Background: an optimization exercise with open tools, aiming at a short achievable clock period and few clock cycles. Do not read the settings as production practice.
The RTL was checked by simulation tests, not by an equivalence proof against the original design.

## job 101
## armv4core
module armv4core (
    input clk,
    input rst_n,
    input en,
    input           i_irq,
    input [31:0]    i_irq_r0,
    output          o_rom_en,
    output [31:0]   o_rom_addr,
    input [31:0]    i_rom_data,
    output          o_ram_en,
    output          o_ram_wr,
    output [1:0]    o_ram_size,
    output [31:0]   o_ram_addr,
    input [31:0]    i_ram_rdata,
    output [31:0]   o_ram_wdata
);
==> flow/config.mk <==
export PLATFORM = sky130hd
export DESIGN_NAME = armv4core
export DESIGN_NICKNAME = armv4core
export VERILOG_FILES = /design/flow/design.v
export SDC_FILE = /design/flow/constraint.sdc
export NUM_CORES = 8
export LEC_CHECK = 0
export CAP_MARGIN = 50
export CORE_MARGIN = 2
export CORE_UTILIZATION = 30
export GPL_TIMING_DRIVEN = 1
export SLEW_MARGIN = 50
export SYNTH_HIERARCHICAL = 1
export TNS_END_PERCENT = 100
==> flow/constraint.sdc <==
create_clock -name core_clock -period 12.5 [get_ports {clk}]
set_input_delay 2.5000 -clock core_clock [delete_from_list [all_inputs] [get_ports {clk}]]
set_output_delay 2.5000 -clock core_clock [all_outputs]
set_load 0.01 [all_outputs]
standard.sh (not shown) runs the stock make flow with config.mk's settings and CLKGATE_MAP_FILE= SYNTH_SCRIPT=/design/flow/synth_recipe.tcl, a recipe that flattens the netlist after the stock synthesis.
==> flow/flow/run.sh <==
#!/bin/bash
set -uo pipefail
MARGIN=$(cat flow/margin.txt 2>/dev/null || echo 8)
bash standard.sh SETUP_SLACK_MARGIN=$MARGIN "BUFFER_PORTS_ARGS=-buffer_cell sky130_fd_sc_hd__buf_4" finish > standard.log 2>&1
st=$?
cp -f orfs/logs/*/armv4core/base/*.log . 2>/dev/null || true
exit $st
==> flow/flow/margin.txt <==
8
Testbench counts of job 101, summed over its fixed seeds: cycles 179,045.
Edits applied to the flow inputs when going from job 101 to job 102:
--- a/flow/design.v
+++ b/flow/design.v
@@ -314,14 +314,23 @@
     wire wfa = w_we & (w_rd == ra_idx) & (ra_idx != 4'd15);
     wire wfb = w_we & (w_rd == rb_idx) & (rb_idx != 4'd15);
     wire wfc = w_we & (w_rd == rc_sel) & (rc_sel != 4'd15);
     wire [31:0] ra_p = efa ? e_data : wfa ? w_data : rfa;
     wire [31:0] rb_p = efb ? e_data : wfb ? w_data : rfb;
     wire qfc = eq_v & (eq_idx == rc_sel) & (rc_sel != 4'd15);
     wire [31:0] rc_p = efc ? e_data : wfc ? w_data : qfc ? eq_data : rfc;
+    reg  [7:0] rs_rf;
+    always @(*) begin
+        rs_rf = rc_pc ? pc8_r[7:0] : 8'd0;
+        for (k = 0; k < 15; k = k + 1) rs_rf = rs_rf | ({8{rc_sel1h[k]}} & rcur[k][7:0]);
+    end
+    wire rs_ok = rc_idx != 4'd15;
+    wire [7:0] rs_src = (e_early_q & e_we & (rd_e == rc_idx) & rs_ok) ? early_val_e[7:0] :
+                        (w_we & (w_rd == rc_idx) & rs_ok) ? w_data[7:0] :
+                        (eq_v & (eq_idx == rc_idx) & rs_ok) ? eq_data[7:0] : rs_rf;
     wire [31:0] rd_p = rc_p;
     wire [31:0] ra_x = rfa;
     wire [31:0] rb_x = rfb;
     wire e_late_wr = e_late_q | e_earlyc_q;
     wire ra_early_x = ra_early & ~((r_ldr | r_hw) & r_store & ins_r[24]);
     wire r_lcmp = ~r_irq & (r_dp_i | (r_dp_rs & r_lsl0)) & ((ins_r[24:21] == 4'b1010) | (ins_r[24:21] == 4'b1011));
     wire e_ld_sx = sign_e & ~k_blk;      
@@ -629,16 +638,17 @@
     wire pa_e = e_we & (rd_e == pa_idx) & (pa_idx != 4'd15);
     wire pa_w = w_we & (w_rd == pa_idx) & (pa_idx != 4'd15);
     wire pb_e = e_we & (rd_e == pb_idx) & (pb_idx != 4'd15);
     wire pb_w = w_we & (w_rd == pb_idx) & (pb_idx != 4'd15);
     wire pa_q = eq_v & (eq_idx == pa_idx) & (pa_idx != 4'd15);
     wire pb_q = eq_v & (eq_idx == pb_idx) & (pb_idx != 4'd15);
     wire go_n = v_r & adv;
-    wire r_movx = ~r_irq & (r_dp_i | (r_dp_rs & r_lsl0)) & (ins_r[24:21] == 4'b1101 || ins_r[24:21] == 4'b1111);
-    wire [31:0] mov_val = (r_dp_i ? r_imm : rb_p) ^ {32{ins_r[22]}};
+    wire r_movx = ~r_irq & (r_dp_i | (r_dp_rs & r_lsl0)) & (ins_r[24:21] == 4'b1101 || ins_r[24:21] == 4'b1111) &
+                  ~(~r_dp_i & e_late_wr & (rd_e == rb_idx));
+    wire [31:0] mov_val = (r_dp_i ? r_imm : efb ? early_val_e : wfb ? w_data : rb_val) ^ {32{ins_r[22]}};
     wire r_wbP = (r_ldr | r_hw) & ins_r[21] & ins_r[24];
     wire [3:0] n_eld_rd = e_busy ? nk : (r_blk ? r_first_k : ins_r[15:12]);
     wire [15:0] n_eld_oh = 16'd1 << n_eld_rd;
     wire n_eld = e_busy ? (k_blk & blk_l_e & (acc_left > 5'd1)) :
                  (go_n & ~r_irq & (((r_ldr | r_hw) & r_load) | r_swp | (r_blk & r_load)));
     wire n_late = ~e_busy & go_n & ((r_irq | ((r_dp_i | r_dp_rs | r_dp_rr) & x_rdwe & ~r_movx) | r_mrs |
                   (r_blk & ins_r[21]) | ((r_ldr | r_hw) & ~ins_r[24]) | (defer_r & ins_r[21])) |
@@ -975,20 +985,20 @@
                       dfr_e ? alu_res :
                       blk_acc ? (u_e ? addr_e + 32'd4 : addr_e - 32'd4) : addr_e;
             if (v_r & ~adv & ~e_busy & ~hazard & r_needpre & ~r_pre) begin
                 r_pre <= 1'b1;
                 off_q <= {sh_rrx ? nzcv[1] : sh_res[31], sh_res[30:0]} ^ {32{~ins_r[23]}};
             end
             if (v_r & r_dp_rr & ~r_pre & ~e_busy & ~hazard) begin
-                rs_amt_q <= rc_p[7:0];
-                sh_amt <= rc_p[4:0];
-                sh_zero <= (rc_p[7:0] == 8'd0);
-                sh_big <= (rc_p[7:5] != 3'd0);
-                sh_eq32 <= (rc_p[7:0] == 8'd32);
-                sh_k <= (ins_r[6:5] == 2'd0) ? (5'd0 - rc_p[4:0]) : rc_p[4:0];
+                rs_amt_q <= rs_src[7:0];
+                sh_amt <= rs_src[4:0];
+                sh_zero <= (rs_src[7:0] == 8'd0);
+                sh_big <= (rs_src[7:5] != 3'd0);
+                sh_eq32 <= (rs_src[7:0] == 8'd32);
+                sh_k <= (ins_r[6:5] == 2'd0) ? (5'd0 - rs_src[4:0]) : rs_src[4:0];
             end
             if (redir_e | (adv & v_r & redir_r)) begin
                 pc_f <= redir_e ? tgt_re : tgt_rr;
                 v_d <= 1'b0;
                 hold_v <= 1'b0;
                 rom_en_q <= 1'b1;
             end else begin
==> comparison <==
Job 101: all stages complete, timing, DRC and antenna checks passed. Job 102 | stages: all done | timing, DRC, antenna: all pass. Job 102 ends up with lower clock buffer count than job 101 does. Portion of the clock cycle consumed by the worst path in the final layout (lower): job 101. Summary of job 102 over job 101: sequential share of layout area was more or less identical; core utilization went down 0.46 points. From job 101 to job 102 the numbers moved as follows: via count grew by 2.6%, I/O pin count held steady. Summary of job 102 over job 101: cell area after layout comparable, critical path data required time comparable, non-clock buffer count now smaller, highest attainable clock frequency now smaller. Job 102 against job 101: worst-case setup margin in the final layout fell 0.093 ns; count of inverters other than clock inverters in the layout picked up an extra 2.3%.
Testbench counts of job 102, summed over its fixed seeds: cycles 179,045.

## re-timing with driven ports
The flow's constraints put no driver on any port. The routed layouts listed below were extracted and timed again, unchanged, in two steps. Step 1: set_driving_cell puts a clkbuf_16 on clk and a buf_2 on each other input, an assumption about the parent block. Step 2 moves the port delays by t, midway between the first and last clock arrival at a register: inputs arrive t later, outputs are due t later. That takes back most of the time a late clock gives input paths. Three values: no drivers, after step 1, after step 2; two values: the first two.
| run | t, ns | slack for setup (ns) | hold WS [ns] | worst slew at a driven data input, ns | pins driven straight from the clock port |
|---|---|---|---|---|---|
| job 101 | 1.145 | 7.699 / 7.567 / 6.423 | 0.475 / 0.475 / 0.475 | 0.65 | 1 |
| job 102 | 1.206 | 7.605 / 7.605 / 6.516 | 0.467 / 0.467 / 0.467 | 0.67 | 1 |
After both steps every run listed still meets setup and hold. For job 101, which loses most, drivers alone change the setup slack by -0.132 ns; drivers and shift together by -1.276 ns.
